From an optimization exercise on the open Yosys and OpenROAD flow, aimed at small area, a short achievable clock period and few clock cycles per item; shortcuts taken in it are not production practice.
RTL that was checked went through simulation tests only; none was proved equivalent to the original.

==> inputs of nickel <==
==> flow/design.v (excerpt) <==
module Exp(
    input clk,
    input rst,
    input [31:0] x,
    input [31:0] n,
    output [31:0] res,
    output done
);
clock: 10.0 ns
lec_check: 0
cap_margin: 20
core_margin: 2
core_utilization: 45
place_density: 0.6
setup_slack_margin: 4
slew_margin: 20
synth_hierarchical: 1
standard.sh (not shown) runs the stock make flow with config.mk's settings and CLKGATE_MAP_FILE= SYNTH_SCRIPT=/design/flow/synth_recipe.tcl, a recipe that flattens the netlist after the stock synthesis.
==> flow/flow/run.sh <==
#!/bin/bash
# The standard layout, with plain buffers (instead of the resizer's default
# pick) on the ports.
set -euo pipefail
export BUFFER_PORTS_ARGS="-buffer_cell sky130_fd_sc_hd__buf_1"
bash standard.sh > orfs_make.log 2>&1
==> willow (differences from nickel) <==
--- a/flow/design.v
+++ b/flow/design.v
@@ -755,71 +755,15 @@
     assign rb[27] = s641;
     assign ra[28] = s642;
     assign rb[28] = s643;
     assign ra[29] = s644;
     assign rb[29] = s645;
     assign ra[30] = s646;
     assign rb[30] = s647;
-    wire s649;
-    x2 u_s649 (.a(s31), .b(s60), .y(s649));
-    wire s650;
-    x2 u_s650 (.a(s87), .b(s112), .y(s650));
-    wire s651;
-    x2 u_s651 (.a(s135), .b(s156), .y(s651));
-    wire s652;
-    x2 u_s652 (.a(s175), .b(s192), .y(s652));
-    wire s653;
-    x2 u_s653 (.a(s207), .b(s220), .y(s653));
-    wire s654;
-    x2 u_s654 (.a(s231), .b(s240), .y(s654));
-    wire s655;
-    x2 u_s655 (.a(s247), .b(s252), .y(s655));
-    wire s656;
-    x2 u_s656 (.a(s255), .b(s649), .y(s656));
-    wire s657;
-    x2 u_s657 (.a(s650), .b(s651), .y(s657));
-    wire s658;
-    x2 u_s658 (.a(s652), .b(s653), .y(s658));
-    wire s659;
-    x2 u_s659 (.a(s654), .b(s655), .y(s659));
-    wire s660;
-    x2 u_s660 (.a(s270), .b(s272), .y(s660));
-    wire s661;
-    x2 u_s661 (.a(s274), .b(s348), .y(s661));
-    wire s662;
-    x2 u_s662 (.a(s350), .b(s656), .y(s662));
-    wire s663;
-    x2 u_s663 (.a(s657), .b(s658), .y(s663));
-    wire s664;
-    x2 u_s664 (.a(s659), .b(s660), .y(s664));
-    wire s665;
-    x2 u_s665 (.a(s661), .b(s662), .y(s665));
-    wire s666;
-    x2 u_s666 (.a(s663), .b(s352), .y(s666));
-    wire s667;
-    x2 u_s667 (.a(s452), .b(s664), .y(s667));
-    wire s668;
-    x2 u_s668 (.a(s354), .b(s454), .y(s668));
-    wire s669;
-    x2 u_s669 (.a(s665), .b(s666), .y(s669));
-    wire s670;
-    x2 u_s670 (.a(s667), .b(s668), .y(s670));
-    wire s671;
-    x2 u_s671 (.a(s669), .b(s542), .y(s671));
-    wire s672;
-    x2 u_s672 (.a(s456), .b(s670), .y(s672));
-    wire s673;
-    x2 u_s673 (.a(s671), .b(s672), .y(s673));
-    wire s674;
-    x2 u_s674 (.a(s673), .b(s544), .y(s674));
-    wire s675;
-    x2 u_s675 (.a(s674), .b(s594), .y(s675));
-    wire s676;
-    x2 u_s676 (.a(s675), .b(s648), .y(s676));
-    assign ra[31] = s676;
+    assign ra[31] = ~(~(s31 ^ s60 ^ s87 ^ s112 ^ s135 ^ s156 ^ s175 ^ s192 ^ s207 ^ s220 ^ s231 ^ s240 ^ s247 ^ s252 ^ s255 ^ s270 ^ s272 ^ s274 ^ s348 ^ s350 ^ s352 ^ s354 ^ s452 ^ s454 ^ s456 ^ s542 ^ s544 ^ s594 ^ s648));
     assign rb[31] = 1'b1;
     assign y = ~(ra + rb + 32'd1);
 endmodule
 module mul32(
     input [31:0] a,
     input [15:0] one,
     input [15:0] two,
@@ -1623,82 +1567,19 @@
     assign rb[27] = m731;
     assign ra[28] = m732;
     assign rb[28] = m733;
     assign ra[29] = m734;
     assign rb[29] = m735;
     assign ra[30] = m736;
     assign rb[30] = m737;
-    wire m739;
-    x2 u_m739 (.a(m32), .b(m63), .y(m739));
-    wire m740;
-    x2 u_m740 (.a(m92), .b(m119), .y(m740));
-    wire m741;
-    x2 u_m741 (.a(m144), .b(m167), .y(m741));
-    wire m742;
-    x2 u_m742 (.a(m188), .b(m207), .y(m742));
-    wire m743;
-    x2 u_m743 (.a(m224), .b(m239), .y(m743));
-    wire m744;
-    x2 u_m744 (.a(m252), .b(m263), .y(m744));
-    wire m745;
-    x2 u_m745 (.a(m272), .b(m279), .y(m745));
-    wire m746;
-    x2 u_m746 (.a(m284), .b(m287), .y(m746));
-    wire m747;
-    x2 u_m747 (.a(m739), .b(m740), .y(m747));
-    wire m748;
-    x2 u_m748 (.a(m741), .b(m742), .y(m748));
-    wire m749;
-    x2 u_m749 (.a(m743), .b(m744), .y(m749));
-    wire m750;
-    x2 u_m750 (.a(m745), .b(m746), .y(m750));
-    wire m751;
-    x2 u_m751 (.a(m314), .b(m316), .y(m751));
-    wire m752;
-    x2 u_m752 (.a(m318), .b(m320), .y(m752));
-    wire m753;
-    x2 u_m753 (.a(m410), .b(m412), .y(m753));
-    wire m754;
-    x2 u_m754 (.a(m747), .b(m748), .y(m754));
-    wire m755;
-    x2 u_m755 (.a(m749), .b(m750), .y(m755));
-    wire m756;
-    x2 u_m756 (.a(m751), .b(m752), .y(m756));
-    wire m757;
-    x2 u_m757 (.a(m753), .b(m754), .y(m757));
-    wire m758;
-    x2 u_m758 (.a(m755), .b(m414), .y(m758));
-    wire m759;
-    x2 u_m759 (.a(m756), .b(m416), .y(m759));
-    wire m760;
-    x2 u_m760 (.a(m526), .b(m757), .y(m760));
-    wire m761;
-    x2 u_m761 (.a(m758), .b(m759), .y(m761));
-    wire m762;
-    x2 u_m762 (.a(m760), .b(m528), .y(m762));
-    wire m763;
-    x2 u_m763 (.a(m530), .b(m761), .y(m763));
-    wire m764;
-    x2 u_m764 (.a(m762), .b(m763), .y(m764));
-    wire m765;
-    x2 u_m765 (.a(m624), .b(m626), .y(m765));
-    wire m766;
-    x2 u_m766 (.a(m764), .b(m765), .y(m766));
-    wire m767;
-    x2 u_m767 (.a(m680), .b(m766), .y(m767));
-    wire m768;
-    x2 u_m768 (.a(m767), .b(m738), .y(m768));
-    assign ra[31] = m768;
+    assign ra[31] = m32 ^ m63 ^ m92 ^ m119 ^ m144 ^ m167 ^ m188 ^ m207 ^ m224 ^ m239 ^ m252 ^ m263 ^ m272 ^ m279 ^ m284 ^ m287 ^ m314 ^ m316 ^ m318 ^ m320 ^ m410 ^ m412 ^ m414 ^ m416 ^ m526 ^ m528 ^ m530 ^ m624 ^ m626 ^ m680 ^ m738;
     assign rb[31] = 1'b0;
     assign y = ra + rb;
 endmodule
 module fa(input a, input b, input c, output s, output co);
     assign s = a ^ b ^ c;
     assign co = (a & b) | (a & c) | (b & c);
 endmodule
-module x2(input a, input b, output y);
-    assign y = a ^ b;
-endmodule
 module ha(input a, input b, output s, output co);
     assign s = a ^ b;
     assign co = a & b;
 endmodule
Settings changed: SETUP_SLACK_MARGIN 4 to 4.6.
==> lagoon (differences from nickel) <==
--- a/flow/design.v
+++ b/flow/design.v
@@ -755,71 +755,15 @@
     assign rb[27] = s641;
     assign ra[28] = s642;
     assign rb[28] = s643;
     assign ra[29] = s644;
     assign rb[29] = s645;
     assign ra[30] = s646;
     assign rb[30] = s647;
-    wire s649;
-    x2 u_s649 (.a(s31), .b(s60), .y(s649));
-    wire s650;
-    x2 u_s650 (.a(s87), .b(s112), .y(s650));
-    wire s651;
-    x2 u_s651 (.a(s135), .b(s156), .y(s651));
-    wire s652;
-    x2 u_s652 (.a(s175), .b(s192), .y(s652));
-    wire s653;
-    x2 u_s653 (.a(s207), .b(s220), .y(s653));
-    wire s654;
-    x2 u_s654 (.a(s231), .b(s240), .y(s654));
-    wire s655;
-    x2 u_s655 (.a(s247), .b(s252), .y(s655));
-    wire s656;
-    x2 u_s656 (.a(s255), .b(s649), .y(s656));
-    wire s657;
-    x2 u_s657 (.a(s650), .b(s651), .y(s657));
-    wire s658;
-    x2 u_s658 (.a(s652), .b(s653), .y(s658));
-    wire s659;
-    x2 u_s659 (.a(s654), .b(s655), .y(s659));
-    wire s660;
-    x2 u_s660 (.a(s270), .b(s272), .y(s660));
-    wire s661;
-    x2 u_s661 (.a(s274), .b(s348), .y(s661));
-    wire s662;
-    x2 u_s662 (.a(s350), .b(s656), .y(s662));
-    wire s663;
-    x2 u_s663 (.a(s657), .b(s658), .y(s663));
-    wire s664;
-    x2 u_s664 (.a(s659), .b(s660), .y(s664));
-    wire s665;
-    x2 u_s665 (.a(s661), .b(s662), .y(s665));
-    wire s666;
-    x2 u_s666 (.a(s663), .b(s352), .y(s666));
-    wire s667;
-    x2 u_s667 (.a(s452), .b(s664), .y(s667));
-    wire s668;
-    x2 u_s668 (.a(s354), .b(s454), .y(s668));
-    wire s669;
-    x2 u_s669 (.a(s665), .b(s666), .y(s669));
-    wire s670;
-    x2 u_s670 (.a(s667), .b(s668), .y(s670));
-    wire s671;
-    x2 u_s671 (.a(s669), .b(s542), .y(s671));
-    wire s672;
-    x2 u_s672 (.a(s456), .b(s670), .y(s672));
-    wire s673;
-    x2 u_s673 (.a(s671), .b(s672), .y(s673));
-    wire s674;
-    x2 u_s674 (.a(s673), .b(s544), .y(s674));
-    wire s675;
-    x2 u_s675 (.a(s674), .b(s594), .y(s675));
-    wire s676;
-    x2 u_s676 (.a(s675), .b(s648), .y(s676));
-    assign ra[31] = s676;
+    assign ra[31] = ~(~(s31 ^ s60 ^ s87 ^ s112 ^ s135 ^ s156 ^ s175 ^ s192 ^ s207 ^ s220 ^ s231 ^ s240 ^ s247 ^ s252 ^ s255 ^ s270 ^ s272 ^ s274 ^ s348 ^ s350 ^ s352 ^ s354 ^ s452 ^ s454 ^ s456 ^ s542 ^ s544 ^ s594 ^ s648));
     assign rb[31] = 1'b1;
     assign y = ~(ra + rb + 32'd1);
 endmodule
 module mul32(
     input [31:0] a,
     input [15:0] one,
     input [15:0] two,
@@ -1623,82 +1567,19 @@
     assign rb[27] = m731;
     assign ra[28] = m732;
     assign rb[28] = m733;
     assign ra[29] = m734;
     assign rb[29] = m735;
     assign ra[30] = m736;
     assign rb[30] = m737;
-    wire m739;
-    x2 u_m739 (.a(m32), .b(m63), .y(m739));
-    wire m740;
-    x2 u_m740 (.a(m92), .b(m119), .y(m740));
-    wire m741;
-    x2 u_m741 (.a(m144), .b(m167), .y(m741));
-    wire m742;
-    x2 u_m742 (.a(m188), .b(m207), .y(m742));
-    wire m743;
-    x2 u_m743 (.a(m224), .b(m239), .y(m743));
-    wire m744;
-    x2 u_m744 (.a(m252), .b(m263), .y(m744));
-    wire m745;
-    x2 u_m745 (.a(m272), .b(m279), .y(m745));
-    wire m746;
-    x2 u_m746 (.a(m284), .b(m287), .y(m746));
-    wire m747;
-    x2 u_m747 (.a(m739), .b(m740), .y(m747));
-    wire m748;
-    x2 u_m748 (.a(m741), .b(m742), .y(m748));
-    wire m749;
-    x2 u_m749 (.a(m743), .b(m744), .y(m749));
-    wire m750;
-    x2 u_m750 (.a(m745), .b(m746), .y(m750));
-    wire m751;
-    x2 u_m751 (.a(m314), .b(m316), .y(m751));
-    wire m752;
-    x2 u_m752 (.a(m318), .b(m320), .y(m752));
-    wire m753;
-    x2 u_m753 (.a(m410), .b(m412), .y(m753));
-    wire m754;
-    x2 u_m754 (.a(m747), .b(m748), .y(m754));
-    wire m755;
-    x2 u_m755 (.a(m749), .b(m750), .y(m755));
-    wire m756;
-    x2 u_m756 (.a(m751), .b(m752), .y(m756));
-    wire m757;
-    x2 u_m757 (.a(m753), .b(m754), .y(m757));
-    wire m758;
-    x2 u_m758 (.a(m755), .b(m414), .y(m758));
-    wire m759;
-    x2 u_m759 (.a(m756), .b(m416), .y(m759));
-    wire m760;
-    x2 u_m760 (.a(m526), .b(m757), .y(m760));
-    wire m761;
-    x2 u_m761 (.a(m758), .b(m759), .y(m761));
-    wire m762;
-    x2 u_m762 (.a(m760), .b(m528), .y(m762));
-    wire m763;
-    x2 u_m763 (.a(m530), .b(m761), .y(m763));
-    wire m764;
-    x2 u_m764 (.a(m762), .b(m763), .y(m764));
-    wire m765;
-    x2 u_m765 (.a(m624), .b(m626), .y(m765));
-    wire m766;
-    x2 u_m766 (.a(m764), .b(m765), .y(m766));
-    wire m767;
-    x2 u_m767 (.a(m680), .b(m766), .y(m767));
-    wire m768;
-    x2 u_m768 (.a(m767), .b(m738), .y(m768));
-    assign ra[31] = m768;
+    assign ra[31] = m32 ^ m63 ^ m92 ^ m119 ^ m144 ^ m167 ^ m188 ^ m207 ^ m224 ^ m239 ^ m252 ^ m263 ^ m272 ^ m279 ^ m284 ^ m287 ^ m314 ^ m316 ^ m318 ^ m320 ^ m410 ^ m412 ^ m414 ^ m416 ^ m526 ^ m528 ^ m530 ^ m624 ^ m626 ^ m680 ^ m738;
     assign rb[31] = 1'b0;
     assign y = ra + rb;
 endmodule
 module fa(input a, input b, input c, output s, output co);
     assign s = a ^ b ^ c;
     assign co = (a & b) | (a & c) | (b & c);
 endmodule
-module x2(input a, input b, output y);
-    assign y = a ^ b;
-endmodule
 module ha(input a, input b, output s, output co);
     assign s = a ^ b;
     assign co = a & b;
 endmodule
Settings changed: CAP_MARGIN 20 to 0, SETUP_SLACK_MARGIN 4 to 4.6, SLEW_MARGIN 20 to 0.
==> notes <==
First-iteration DRC count: nickel > willow > lagoon. nickel finished with timing, DRC and antenna clean. willow completed with no timing, DRC or antenna violations. lagoon passed the timing, DRC and antenna checks. In nickel the design area is lower than in willow, by about 4.3%. Of lagoon and nickel, lagoon has the higher clock-buffer cell count (gap 1). Against nickel, the fmax of willow is larger by 7.3%.
Testbench counts of willow, summed over its fixed seeds: cycles 6,460, items 384.
Testbench counts of lagoon, summed over its fixed seeds: cycles 6,460, items 384.
No functional check of the RTL was part of nickel.

-- port drivers added, routing unchanged --
Ports are ideal in the flow. The routed layouts listed here were re-timed in OpenROAD. Step 1 sets driving cells, clkbuf_16 on the clock port and buf_2 on the other inputs (assumed; they add their load-dependent delay and slew). Step 2, shift: input delay + t, output delay - t, t = (earliest + latest rising clock arrival at the registers) / 2. This alone moves slack from input paths to output paths. Three values: ideal ports, drivers, drivers and shift; two values: the first two.
run	t (ns)	setup slack, ns	hold slack, ns
nickel	0.540	4.227 / 4.227 / 4.227	0.489 / 0.489 / 0.489
willow	0.517	4.619 / 4.619 / 4.619	0.486 / 0.486 / 0.486
lagoon	0.546	4.610 / 4.610 / 4.610	0.486 / 0.486 / 0.486
After both steps setup and hold are still met in every run listed.
